Source: an optimization exercise on an open RTL-to-GDS flow (aim: small area). Production flows keep margins and buffers that such runs may drop. RTL that was checked went through simulation tests only; none was proved equivalent to the original.

==> run A: inputs <==
// cpu
module cpu#(
  parameter CLOCK_HZ = 27_000_000
) (
  input  rst,
  input  clk,
  input  irq,
  output dmem_ren,
  output dmem_wen,
  output dmem_byt,
  output [14-1:0] dmem_addr,
  input  [15:0] dmem_rdata,
  output [15:0] dmem_wdata,
  output pmem_wenh, pmem_wenl,
  output [14-1:0] pmem_addr,
  input  [17:0] pmem_rdata,
  output [17:0] pmem_wdata
);
clock: 11.5 ns
lec_check: 0
cap_margin: 20
core_margin: 2
core_utilization: 65
slew_margin: 20
synth_hierarchical: 1
run.sh (not shown) runs the stock make flow with config.mk's settings and CLKGATE_MAP_FILE= SYNTH_SCRIPT=/design/flow/synth_recipe.tcl, a recipe that flattens the netlist after the stock synthesis.
==> inputs of run C, as changes to run A <==
Settings changed: CORE_UTILIZATION 65 to 40.
==> summary.txt <==
- Of run C and run A, run C has the higher maximum frequency (gap 1.4%, measured against run A).
- In run C the clock skew is lower than in run A, by 17 ps.
- In run C the setup slack is higher than in run A, by 150 ps.
- In run C the die area is larger than in run A, by about 60%.
- Run C went through all stages and came out clean. Run A produced a clean layout.
- Synthesized area is the same in run A and run C.
- Synthesized cell count is the same in run A and run C.
- In run C the register-to-register slack is higher than in run A, by 210 ps.
- In run A the routed wire length is larger than in run C, by about 7%.
- Utilization: run C is lower than run A (26 points).
==> figures <==
Clock insertion delay at the later pin of the skew report: run A 640 ps; run C 610 ps
Worst reg2reg path endpoint: run A cstack0[0]; run C stack0[15]
Clock-pin slew reported for the worst setup and hold paths after clock tree synthesis: run A 70 ps; run C 60 ps
Weighted congestion at the end of routability-driven global placement: run A 1.06; run C 0.962
Critical Path Stages: run A 26; run C 25
Die footprint: run A 52000 um2; run C 83900 um2
Global-route wire length before repair: run A 147 mm; run C 138 mm
Number of ordinary and repair buffers in the finished layout: run A 168; run C 173
Count of clock buffers in the final design: run A 95; run C 103
Routed length per placed instance: run A 23.4 um; run C 19.9 um
Global-route met1 utilization: run A 48.5%; run C 30.4%
Status: run A no timing/DRC/antenna violations; run C no timing/DRC/antenna violations
Placed cell count: run A 3937; run C 4330

========
==> job 2429: inputs <==
cpu, a different RTL version from the one above (not shown whole).
clock: 11.5 ns
lec_check: 0
cap_margin: 20
core_margin: 2
core_utilization: 45
cts_buf_list: sky130_fd_sc_hd__clkbuf_8
cts_cluster_diameter: 50
cts_cluster_size: 16
slew_margin: 20
synth_hierarchical: 1
==> job 6273 (differences from job 2429) <==
--- a/flow/design.v
+++ b/flow/design.v
@@ -15,16 +15,16 @@
 add16 add(.x(p), .y(q), .ci(is_sub), .s(sum), .co(co));
 wire cf = ~co;
 wire zf = a == b;           
 wire of = (b[15] & ~a[15] & ~sum[15]) | (~b[15] & a[15] & sum[15]);
 wire lt = sum[15] ^ of;
 wire left = sel[1];
 wire fill = sel[0] & s1[15];
-wire [15:0] sh;
-shr16 shr(.x(s1), .left(left), .fill(fill), .n(s0), .y(sh));
+wire [15:0] sh_in = left ? rev16(s1) : s1;
+wire [15:0] sh = (s0[15:4] != 12'd0) ? {16{fill}} : shr_fill(sh_in, s0[3:0], fill);
 wire [15:0] prod;
 mul16 mul(.a(s1), .b(s0), .y(prod));
 wire f_inc   = sel[5:2] == 4'b0000;
 wire f_not   = sel == 6'b000100;
 wire f_sign  = {sel[5:2], sel[0]} == 5'b00011;
 wire f_exts  = sel == 6'b000110;
 wire f_b     = sel[5:3] == 3'b001;
@@ -78,14 +78,25 @@
 function [15:0] rev16(input [15:0] x);
   integer k;
   begin
     for (k = 0; k < 16; k = k + 1)
       rev16[k] = x[15-k];
   end
 endfunction
+function [15:0] shr_fill(input [15:0] x, input [3:0] n, input fill);
+  logic [15:0] t;
+  begin
+    t = x;
+    if (n[0]) t = {fill, t[15:1]};
+    if (n[1]) t = {{2{fill}}, t[15:2]};
+    if (n[2]) t = {{4{fill}}, t[15:4]};
+    if (n[3]) t = {{8{fill}}, t[15:8]};
+    shr_fill = t;
+  end
+endfunction
 endmodule
 module add16(
   input [15:0] x,
   input [15:0] y,
   input ci,
   output [15:0] s,
   output co
@@ -114,36 +125,22 @@
 assign s[15:8] = c[8] ? s1 : s0;
 assign co = c[8] ? c1[8] : c0[8];
 endmodule
 module ha(input a, input b, output s, output co);
 assign s = a ^ b;
 assign co = a & b;
 endmodule
-module shr16(
-  input [15:0] x,
-  input left,
-  input fill,
-  input [15:0] n,
-  output [15:0] y
+module sel3#(
+  parameter W = 16
+) (
+  input u, d, h,
+  input [W-1:0] a, b, c,
+  output [W-1:0] y
 );
-wire [15:0] l0, l1, l2, l3, l4;    
-genvar i;
-generate
-  for (i = 0; i < 16; i = i + 1) begin : st
-    mux2i_g m0(.a(x[i]), .b(x[15-i]), .s(left), .y(l0[i]));
-    mux2i_g m1(.a(l0[i]), .b(i + 1 < 16 ? l0[i+1] : ~fill), .s(n[0]), .y(l1[i]));
-    mux2i_g m2(.a(l1[i]), .b(i + 2 < 16 ? l1[i+2] : fill), .s(n[1]), .y(l2[i]));
-    mux2i_g m3(.a(l2[i]), .b(i + 4 < 16 ? l2[i+4] : ~fill), .s(n[2]), .y(l3[i]));
-    mux2i_g m4(.a(l3[i]), .b(i + 8 < 16 ? l3[i+8] : fill), .s(n[3]), .y(l4[i]));
-  end
-endgenerate
-assign y = (n[15:4] != 12'd0) ? {16{fill}} : ~l4;
-endmodule
-module mux2i_g(input a, input b, input s, output y);
-assign y = ~(s ? b : a);
+assign y = ({W{u}} & a) | ({W{d}} & b) | ({W{h}} & c);
 endmodule
 module decoder(
   input [17:0] insn,
   output sign,
   output [15:0] imm_mask,
   output [2:0] src_a,
   output [1:0] src_b,
@@ -738,20 +735,17 @@
 wire clear_ien = (d_clear_ien | irq_pend) & ph_exec;
 assign dmem_ren  = ph_rdmem & d_ren;
 assign dmem_wen  = d_wen & xp;
 assign dmem_byt  = d_byt & np;
 assign pmem_wenh = d_wenh & xp;
 assign pmem_wenl = d_wenl & xp;
 logic [15:0] stack0, stack1, cstack0, alu_out, stack_in;
-logic [15:0] sp [0:15];
-logic sa;
-logic [3:0] sd;
-wire [15:0] se1 = sa ? sp[1] : ~sp[0];
-assign stack1 = (sd != 4'd0) ? se1 : 16'd0;
-wire s_down = ~pop & (push | ~sa);
+logic [15:0] sr [1:15];
+logic [3:0] sd;              
+assign stack1 = (sd != 4'd0) ? sr[1] : 16'd0;
 always @(posedge clk, posedge rst) begin
   if (rst)
     stack0 <= 16'd0;
   else if (load_stk)
     stack0 <= stack_in;
   else if (pop)
     stack0 <= stack1;
@@ -762,41 +756,34 @@
   if (rst)
     sd <= 4'd0;
   else if (pop)
     sd <= (sd == 4'd0) ? 4'd0 : sd - 4'd1;
   else if (push)
     sd <= (sd == 4'd15) ? 4'd15 : sd + 4'd1;
 end
-always @(posedge clk, posedge rst) begin
-  if (rst)
-    sa <= 1'b0;
-  else if (~push & ~pop)
-    sa <= ~sa;
-end
-wire [15:0] sp_next [0:14];
-genvar g, b;
+wire s_up   = pop;
+wire s_down = push & ~pop;
+wire s_hold = ~pop & ~push;
+logic [15:0] sr_next [1:14];
+sel3 #(16) sr_sel1 (.u(s_up), .d(s_down), .h(s_hold), .a(sr[2]), .b(stack0), .c(sr[1]), .y(sr_next[1]));
+genvar g;
 generate
-  for (g = 0; g < 15; g = g + 1) begin : sp_pos
-    for (b = 0; b < 16; b = b + 1) begin : sp_bit
-      mux2i_g m(.a(sp[g+1][b]), .b(g == 0 ? stack0[b] : sp[g-1][b]), .s(s_down), .y(sp_next[g][b]));
-    end
+  for (g = 2; g < 15; g = g + 1) begin : sr_row
+    sel3 #(16) sel (.u(s_up), .d(s_down), .h(s_hold), .a(sr[g+1]), .b(sr[g-1]), .c(sr[g]), .y(sr_next[g]));
   end
 endgenerate
 integer i;
 always @(posedge clk) begin
-  for (i = 0; i < 15; i = i + 1)
-    sp[i] <= sp_next[i];
-  sp[15] <= ~sp[14];
+  for (i = 1; i < 15; i = i + 1)
+    sr[i] <= sr_next[i];
+  sr[15] <= s_down ? sr[14] : sr[15];
 end
-logic [15:0] cp [0:15];
-logic ca;
+logic [15:0] cr [1:15];
 logic [3:0] cd;
-wire [15:0] ce1 = ca ? cp[1] : ~cp[0];
-wire [15:0] cstack1 = (cd != 4'd0) ? ce1 : 16'd0;
-wire c_down = ~cpop & (cpush | ~ca);
+wire [15:0] cstack1 = (cd != 4'd0) ? cr[1] : 16'd0;
 always @(posedge clk, posedge rst) begin
   if (rst)
     cstack0 <= 16'd0;
   else if (cpush)
     cstack0 <= alu_out;
   else if (cpop)
     cstack0 <= cstack1;
@@ -805,32 +792,28 @@
   if (rst)
     cd <= 4'd0;
   else if (cpop)
     cd <= (cd == 4'd0) ? 4'd0 : cd - 4'd1;
   else if (cpush)
     cd <= (cd == 4'd15) ? 4'd15 : cd + 4'd1;
 end
-always @(posedge clk, posedge rst) begin
-  if (rst)
-    ca <= 1'b0;
-  else if (~cpush & ~cpop)
-    ca <= ~ca;
-end
-wire [15:0] cp_next [0:14];
+wire c_up   = cpop;
+wire c_down = cpush & ~cpop;
+wire c_hold = ~cpop & ~cpush;
+logic [15:0] cr_next [1:14];
+sel3 #(16) cr_sel1 (.u(c_up), .d(c_down), .h(c_hold), .a(cr[2]), .b(cstack0), .c(cr[1]), .y(cr_next[1]));
 generate
-  for (g = 0; g < 15; g = g + 1) begin : cp_pos
-    for (b = 0; b < 16; b = b + 1) begin : cp_bit
-      mux2i_g m(.a(cp[g+1][b]), .b(g == 0 ? cstack0[b] : cp[g-1][b]), .s(c_down), .y(cp_next[g][b]));
-    end
+  for (g = 2; g < 15; g = g + 1) begin : cr_row
+    sel3 #(16) sel (.u(c_up), .d(c_down), .h(c_hold), .a(cr[g+1]), .b(cr[g-1]), .c(cr[g]), .y(cr_next[g]));
   end
 endgenerate
 always @(posedge clk) begin
-  for (i = 0; i < 15; i = i + 1)
-    cp[i] <= cp_next[i];
-  cp[15] <= ~cp[14];
+  for (i = 1; i < 15; i = i + 1)
+    cr[i] <= cr_next[i];
+  cr[15] <= c_down ? cr[14] : cr[15];
 end
 logic [15:0] src_a, src_b, imm;
 wire a_fp   = ph_half & np & (d_src_a == 3'h1);
 wire a_gp   = ph_half & np & (d_src_a == 3'h2);
 wire a_ip   = ~ph_half | (d_src_a == 3'h3) | irq_pend | (d_call & ph_dec);
 wire a_cstk = ph_half & np & (d_src_a == 3'h4);
 assign src_a = a_fp ? fp
==> job 9187 (differences from job 2429) <==
--- a/flow/design.v
+++ b/flow/design.v
@@ -409,15 +409,15 @@
 wire s5, c5;
 han ha5 (.a(c2), .b(s4), .s(s5), .co(c5));
 wire s6, c6;
 fa fa6 (.a(p0_4), .b(p1_3), .c(p2_2), .s(s6), .co(c6));
 wire s7, c7;
 fa fa7 (.a(p3_1), .b(p4_0), .c(c3), .s(s7), .co(c7));
 wire s8, c8;
-fa fa8 (.a(s6), .b(s7), .c(c4), .s(s8), .co(c8));
+fa fa8 (.a(s6), .b(c4), .c(s7), .s(s8), .co(c8));
 wire s9, c9;
 han ha9 (.a(c5), .b(s8), .s(s9), .co(c9));
 wire s10, c10;
 fa fa10 (.a(p0_5), .b(p1_4), .c(p2_3), .s(s10), .co(c10));
 wire s11, c11;
 fa fa11 (.a(p3_2), .b(p4_1), .c(p5_0), .s(s11), .co(c11));
 wire s12, c12;
@@ -429,17 +429,17 @@
 wire s15, c15;
 fa fa15 (.a(p0_6), .b(p1_5), .c(p2_4), .s(s15), .co(c15));
 wire s16, c16;
 fa fa16 (.a(p3_3), .b(p4_2), .c(p5_1), .s(s16), .co(c16));
 wire s17, c17;
 fa fa17 (.a(p6_0), .b(c10), .c(c11), .s(s17), .co(c17));
 wire s18, c18;
-fa fa18 (.a(s15), .b(s16), .c(s17), .s(s18), .co(c18));
+fa fa18 (.a(s15), .b(s16), .c(c12), .s(s18), .co(c18));
 wire s19, c19;
-fa fa19 (.a(c12), .b(s18), .c(c13), .s(s19), .co(c19));
+fa fa19 (.a(s17), .b(s18), .c(c13), .s(s19), .co(c19));
 wire s20, c20;
 han ha20 (.a(c14), .b(s19), .s(s20), .co(c20));
 wire s21, c21;
 fa fa21 (.a(p0_7), .b(p1_6), .c(p2_5), .s(s21), .co(c21));
 wire s22, c22;
 fa fa22 (.a(p3_4), .b(p4_3), .c(p5_2), .s(s22), .co(c22));
 wire s23, c23;
@@ -475,15 +475,15 @@
 wire s38, c38;
 fa fa38 (.a(p6_3), .b(p7_2), .c(p8_1), .s(s38), .co(c38));
 wire s39, c39;
 fa fa39 (.a(p9_0), .b(c28), .c(c29), .s(s39), .co(c39));
 wire s40, c40;
 fa fa40 (.a(c30), .b(s36), .c(s37), .s(s40), .co(c40));
 wire s41, c41;
-fa fa41 (.a(s38), .b(s39), .c(c31), .s(s41), .co(c41));
+fa fa41 (.a(s38), .b(c31), .c(s39), .s(s41), .co(c41));
 wire s42, c42;
 fa fa42 (.a(s40), .b(c32), .c(s41), .s(s42), .co(c42));
 wire s43, c43;
 fa fa43 (.a(c33), .b(s42), .c(c34), .s(s43), .co(c43));
 wire s44, c44;
 han ha44 (.a(c35), .b(s43), .s(s44), .co(c44));
 wire s45, c45;
@@ -495,15 +495,15 @@
 wire s48, c48;
 fa fa48 (.a(p8_2), .b(p9_1), .c(c36), .s(s48), .co(c48));
 wire s49, c49;
 fa fa49 (.a(c37), .b(c38), .c(s45), .s(s49), .co(c49));
 wire s50, c50;
 fa fa50 (.a(s46), .b(s47), .c(c39), .s(s50), .co(c50));
 wire s51, c51;
-fa fa51 (.a(s48), .b(c40), .c(s49), .s(s51), .co(c51));
+fa fa51 (.a(c40), .b(s48), .c(s49), .s(s51), .co(c51));
 wire s52, c52;
 fa fa52 (.a(c41), .b(s50), .c(s51), .s(s52), .co(c52));
 wire s53, c53;
 fa fa53 (.a(c42), .b(s52), .c(c43), .s(s53), .co(c53));
 wire s54, c54;
 han ha54 (.a(c44), .b(s53), .s(s54), .co(c54));
 wire s55, c55;
@@ -515,19 +515,19 @@
 wire s58, c58;
 fa fa58 (.a(p7_4), .b(p8_3), .c(p9_2), .s(s58), .co(c58));
 wire s59, c59;
 fa fa59 (.a(c45), .b(c46), .c(c47), .s(s59), .co(c59));
 wire s60, c60;
 fa fa60 (.a(s55), .b(s56), .c(s57), .s(s60), .co(c60));
 wire s61, c61;
-fa fa61 (.a(s58), .b(c48), .c(s59), .s(s61), .co(c61));
+fa fa61 (.a(s58), .b(c48), .c(c49), .s(s61), .co(c61));
 wire s62, c62;
-fa fa62 (.a(c49), .b(s60), .c(c50), .s(s62), .co(c62));
+fa fa62 (.a(s59), .b(s60), .c(c50), .s(s62), .co(c62));
 wire s63, c63;
-fa fa63 (.a(s61), .b(c51), .c(s62), .s(s63), .co(c63));
+fa fa63 (.a(c51), .b(s61), .c(s62), .s(s63), .co(c63));
 wire s64, c64;
 fa fa64 (.a(c52), .b(s63), .c(c53), .s(s64), .co(c64));
 wire s65, c65;
 han ha65 (.a(c54), .b(s64), .s(s65), .co(c65));
 wire s66, c66;
 fa fa66 (.a(p0_12), .b(p10_2), .c(p11_1), .s(s66), .co(c66));
 wire s67, c67;
@@ -539,15 +539,15 @@
 wire s70, c70;
 fa fa70 (.a(p9_3), .b(c55), .c(c56), .s(s70), .co(c70));
 wire s71, c71;
 fa fa71 (.a(c57), .b(c58), .c(s66), .s(s71), .co(c71));
 wire s72, c72;
 fa fa72 (.a(s67), .b(s68), .c(s69), .s(s72), .co(c72));
 wire s73, c73;
-fa fa73 (.a(c59), .b(s70), .c(c60), .s(s73), .co(c73));
+fa fa73 (.a(c59), .b(c60), .c(s70), .s(s73), .co(c73));
 wire s74, c74;
 fa fa74 (.a(s71), .b(s72), .c(c61), .s(s74), .co(c74));
 wire s75, c75;
 fa fa75 (.a(s73), .b(c62), .c(s74), .s(s75), .co(c75));
 wire s76, c76;
 fa fa76 (.a(c63), .b(s75), .c(c64), .s(s76), .co(c76));
 wire s77, c77;
@@ -563,17 +563,17 @@
 wire s82, c82;
 fa fa82 (.a(p8_5), .b(p9_4), .c(c66), .s(s82), .co(c82));
 wire s83, c83;
 fa fa83 (.a(c67), .b(c68), .c(c69), .s(s83), .co(c83));
 wire s84, c84;
 fa fa84 (.a(s78), .b(s79), .c(s80), .s(s84), .co(c84));
 wire s85, c85;
-fa fa85 (.a(s81), .b(c70), .c(s82), .s(s85), .co(c85));
+fa fa85 (.a(s81), .b(c70), .c(c71), .s(s85), .co(c85));
 wire s86, c86;
-fa fa86 (.a(s83), .b(c71), .c(c72), .s(s86), .co(c86));
+fa fa86 (.a(c72), .b(s82), .c(s83), .s(s86), .co(c86));
 wire s87, c87;
 fa fa87 (.a(s84), .b(c73), .c(s85), .s(s87), .co(c87));
 wire s88, c88;
 fa fa88 (.a(s86), .b(c74), .c(s87), .s(s88), .co(c88));
 wire s89, c89;
 fa fa89 (.a(c75), .b(s88), .c(c76), .s(s89), .co(c89));
 wire s90, c90;
@@ -591,39 +591,39 @@
 wire s96, c96;
 fa fa96 (.a(c78), .b(c79), .c(c80), .s(s96), .co(c96));
 wire s97, c97;
 fa fa97 (.a(c81), .b(s91), .c(s92), .s(s97), .co(c97));
 wire s98, c98;
 fa fa98 (.a(s93), .b(s94), .c(s95), .s(s98), .co(c98));
 wire s99, c99;
-fa fa99 (.a(c82), .b(c83), .c(s96), .s(s99), .co(c99));
+fa fa99 (.a(c82), .b(c83), .c(c84), .s(s99), .co(c99));
 wire s100, c100;
-fa fa100 (.a(c84), .b(s97), .c(s98), .s(s100), .co(c100));
+fa fa100 (.a(s96), .b(s97), .c(s98), .s(s100), .co(c100));
 wire s101, c101;
 fa fa101 (.a(c85), .b(c86), .c(s99), .s(s101), .co(c101));
 wire s102, c102;
 fa fa102 (.a(s100), .b(c87), .c(s101), .s(s102), .co(c102));
 wire s103, c103;
 fa fa103 (.a(c88), .b(s102), .c(c89), .s(s103), .co(c103));
 wire s104, c104;
 han ha104 (.a(c90), .b(s103), .s(s104), .co(c104));
 wire x105 = p0_15 ^ p10_5 ^ p11_4;
 wire x106 = p12_3 ^ p13_2 ^ p14_1;
 wire x107 = p15_0 ^ p1_14 ^ p2_13;
 wire x108 = p3_12 ^ p4_11 ^ p5_10;
 wire x109 = p6_9 ^ p7_8 ^ p8_7;
-wire x110 = p9_6 ^ c91 ^ c92;
-wire x111 = c93 ^ c94 ^ c95;
-wire x112 = x105 ^ x106 ^ x107;
-wire x113 = x108 ^ x109 ^ c96;
-wire x114 = x110 ^ x111 ^ c97;
-wire x115 = c98 ^ x112 ^ x113;
-wire x116 = c99 ^ x114 ^ c100;
-wire x117 = x115 ^ c101 ^ x116;
-wire x118 = c102 ^ x117 ^ c103;
+wire x110 = p9_6 ^ x105 ^ x106;
+wire x111 = x107 ^ x108 ^ x109;
+wire x112 = c91 ^ c92 ^ c93;
+wire x113 = c94 ^ c95 ^ x110;
+wire x114 = x111 ^ x112 ^ c96;
+wire x115 = c97 ^ c98 ^ x113;
+wire x116 = x114 ^ c99 ^ c100;
+wire x117 = x115 ^ x116 ^ c101;
+wire x118 = x117 ^ c102 ^ c103;
 wire x119 = ~(c104 ^ x118);
 assign y[0] = ~p0_0;
 assign y[1] = ~s0;
 assign y[2] = ~s2;
 assign y[3] = ~s5;
 assign y[4] = ~s9;
 assign y[5] = ~s14;
@@ -741,16 +741,17 @@
 assign dmem_byt  = d_byt & np;
 assign pmem_wenh = d_wenh & xp;
 assign pmem_wenl = d_wenl & xp;
 logic [15:0] stack0, stack1, cstack0, alu_out, stack_in;
 logic [15:0] sp [0:15];
 logic sa;
 logic [3:0] sd;
+logic snz;                   
 wire [15:0] se1 = sa ? sp[1] : ~sp[0];
-assign stack1 = (sd != 4'd0) ? se1 : 16'd0;
+assign stack1 = snz ? se1 : 16'd0;
 wire s_down = ~pop & (push | ~sa);
 always @(posedge clk, posedge rst) begin
   if (rst)
     stack0 <= 16'd0;
   else if (load_stk)
     stack0 <= stack_in;
   else if (pop)
@@ -764,14 +765,22 @@
   else if (pop)
     sd <= (sd == 4'd0) ? 4'd0 : sd - 4'd1;
   else if (push)
     sd <= (sd == 4'd15) ? 4'd15 : sd + 4'd1;
 end
 always @(posedge clk, posedge rst) begin
   if (rst)
+    snz <= 1'b0;
+  else if (pop)
+    snz <= sd[3:1] != 3'd0;
+  else if (push)
+    snz <= 1'b1;
+end
+always @(posedge clk, posedge rst) begin
+  if (rst)
     sa <= 1'b0;
   else if (~push & ~pop)
     sa <= ~sa;
 end
 wire [15:0] sp_next [0:14];
 genvar g, b;
 generate
@@ -786,16 +795,17 @@
   for (i = 0; i < 15; i = i + 1)
     sp[i] <= sp_next[i];
   sp[15] <= ~sp[14];
 end
 logic [15:0] cp [0:15];
 logic ca;
 logic [3:0] cd;
+logic cnz;                   
 wire [15:0] ce1 = ca ? cp[1] : ~cp[0];
-wire [15:0] cstack1 = (cd != 4'd0) ? ce1 : 16'd0;
+wire [15:0] cstack1 = cnz ? ce1 : 16'd0;
 wire c_down = ~cpop & (cpush | ~ca);
 always @(posedge clk, posedge rst) begin
   if (rst)
     cstack0 <= 16'd0;
   else if (cpush)
     cstack0 <= alu_out;
   else if (cpop)
@@ -807,14 +817,22 @@
   else if (cpop)
     cd <= (cd == 4'd0) ? 4'd0 : cd - 4'd1;
   else if (cpush)
     cd <= (cd == 4'd15) ? 4'd15 : cd + 4'd1;
 end
 always @(posedge clk, posedge rst) begin
   if (rst)
+    cnz <= 1'b0;
+  else if (cpop)
+    cnz <= cd[3:1] != 3'd0;
+  else if (cpush)
+    cnz <= 1'b1;
+end
+always @(posedge clk, posedge rst) begin
+  if (rst)
     ca <= 1'b0;
   else if (~cpush & ~cpop)
     ca <= ~ca;
 end
 wire [15:0] cp_next [0:14];
 generate
   for (g = 0; g < 15; g = g + 1) begin : cp_pos
==> flow/flow/run.sh (new file) <==
#!/bin/bash
set -euo pipefail
bash standard.sh \
  "BUFFER_PORTS_ARGS=-buffer_cell sky130_fd_sc_hd__buf_2" \
  "CTS_ARGS=-sink_clustering_enable -repair_clock_nets -sink_clustering_size 16 -sink_clustering_max_diameter 50 -buf_list sky130_fd_sc_hd__clkbuf_8 -dont_use_dummy_load" \
  finish > flow.log 2>&1
==> flow/standard.sh (new file) <==
#!/bin/bash
# synth_recipe.tcl (not shown) runs the flow's synth.tcl, then flattens the netlist and writes it again
# the make line also repeats each setting of config.mk as NAME=value (left out here)
make -C /OpenROAD-flow-scripts/flow DESIGN_CONFIG=/design/flow/config.mk WORK_HOME=/design/flow/orfs CLKGATE_MAP_FILE= SYNTH_SCRIPT=/design/flow/synth_recipe.tcl "${@:-finish}"
removed: flow/run.sh
==> summary.txt <==
quantity	job 2429	job 9187	job 6273
Post-route minimum period	11220 ps	11130 ps	11310 ps
Run status	complete, no violations	complete, no violations	complete, no violations
Clock Latency Late Sink	720 ps	710 ps	700 ps
Filler cells	6037	6161	6464
Number of synthesized flops with an enable pin	0	0	32
Post-synthesis share of cell area spent on and, or, nand and nor gates	0.0990	0.106	0.102
Critical path origin	sd[0]$_DFFE_PP0N_	insn[16]$_DFFE_PP0P_	sd[0]$_DFFE_PP0N_
Post-route design area	34200 µm²	32900 µm²	35000 µm²
Overall global routing resource usage	0.242	0.226	0.248
GR Layer Usage met1	0.339	0.319	0.343
DIE WIDTH	263 µm	264 µm	270 µm
Post-CTS Setup Bufs	0	0	1
Synthesized flop and latch total	641	643	607
No functional check of the RTL was part of job 9187.

==> static timing again, ports no longer ideal <==
The flow's constraints put no driver on any port. The routed layouts listed below were extracted and timed again, unchanged, in two steps. Step 1 (the two cells are an assumption about what drives the block):
set clk [get_ports {clk}]
set_driving_cell -lib_cell sky130_fd_sc_hd__clkbuf_16 $clk
set_driving_cell -lib_cell sky130_fd_sc_hd__buf_2 [delete_from_list [all_inputs] $clk]
Step 2 moves the port delays by t, midway between the first and last clock arrival at a register: inputs arrive t later, outputs are due t later. That takes back most of the time a late clock gives input paths. a / b / c = no drivers / after step 1 / after step 2; a / b = the first two.
| run | shift t [ns] | setup slack, ns | slew at the worst register clock pin (ns) |
|---|---|---|---|
| run A | 0.685 | 0.484 / 0.418 / 1.103 | 0.07 / 0.07 |
| run C | 0.657 | 0.634 / 0.572 / 1.229 | 0.07 / 0.07 |
| job 2429 | 0.756 | 0.277 / 0.214 / 0.970 | 0.10 / 0.10 |
| job 6273 | 0.738 | 0.193 / 0.129 / 0.867 | 0.10 / 0.10 |
| job 9187 | 0.713 | 0.370 / 0.314 / 1.027 | 0.09 / 0.09 |
After both steps setup and hold are still met in every run listed.
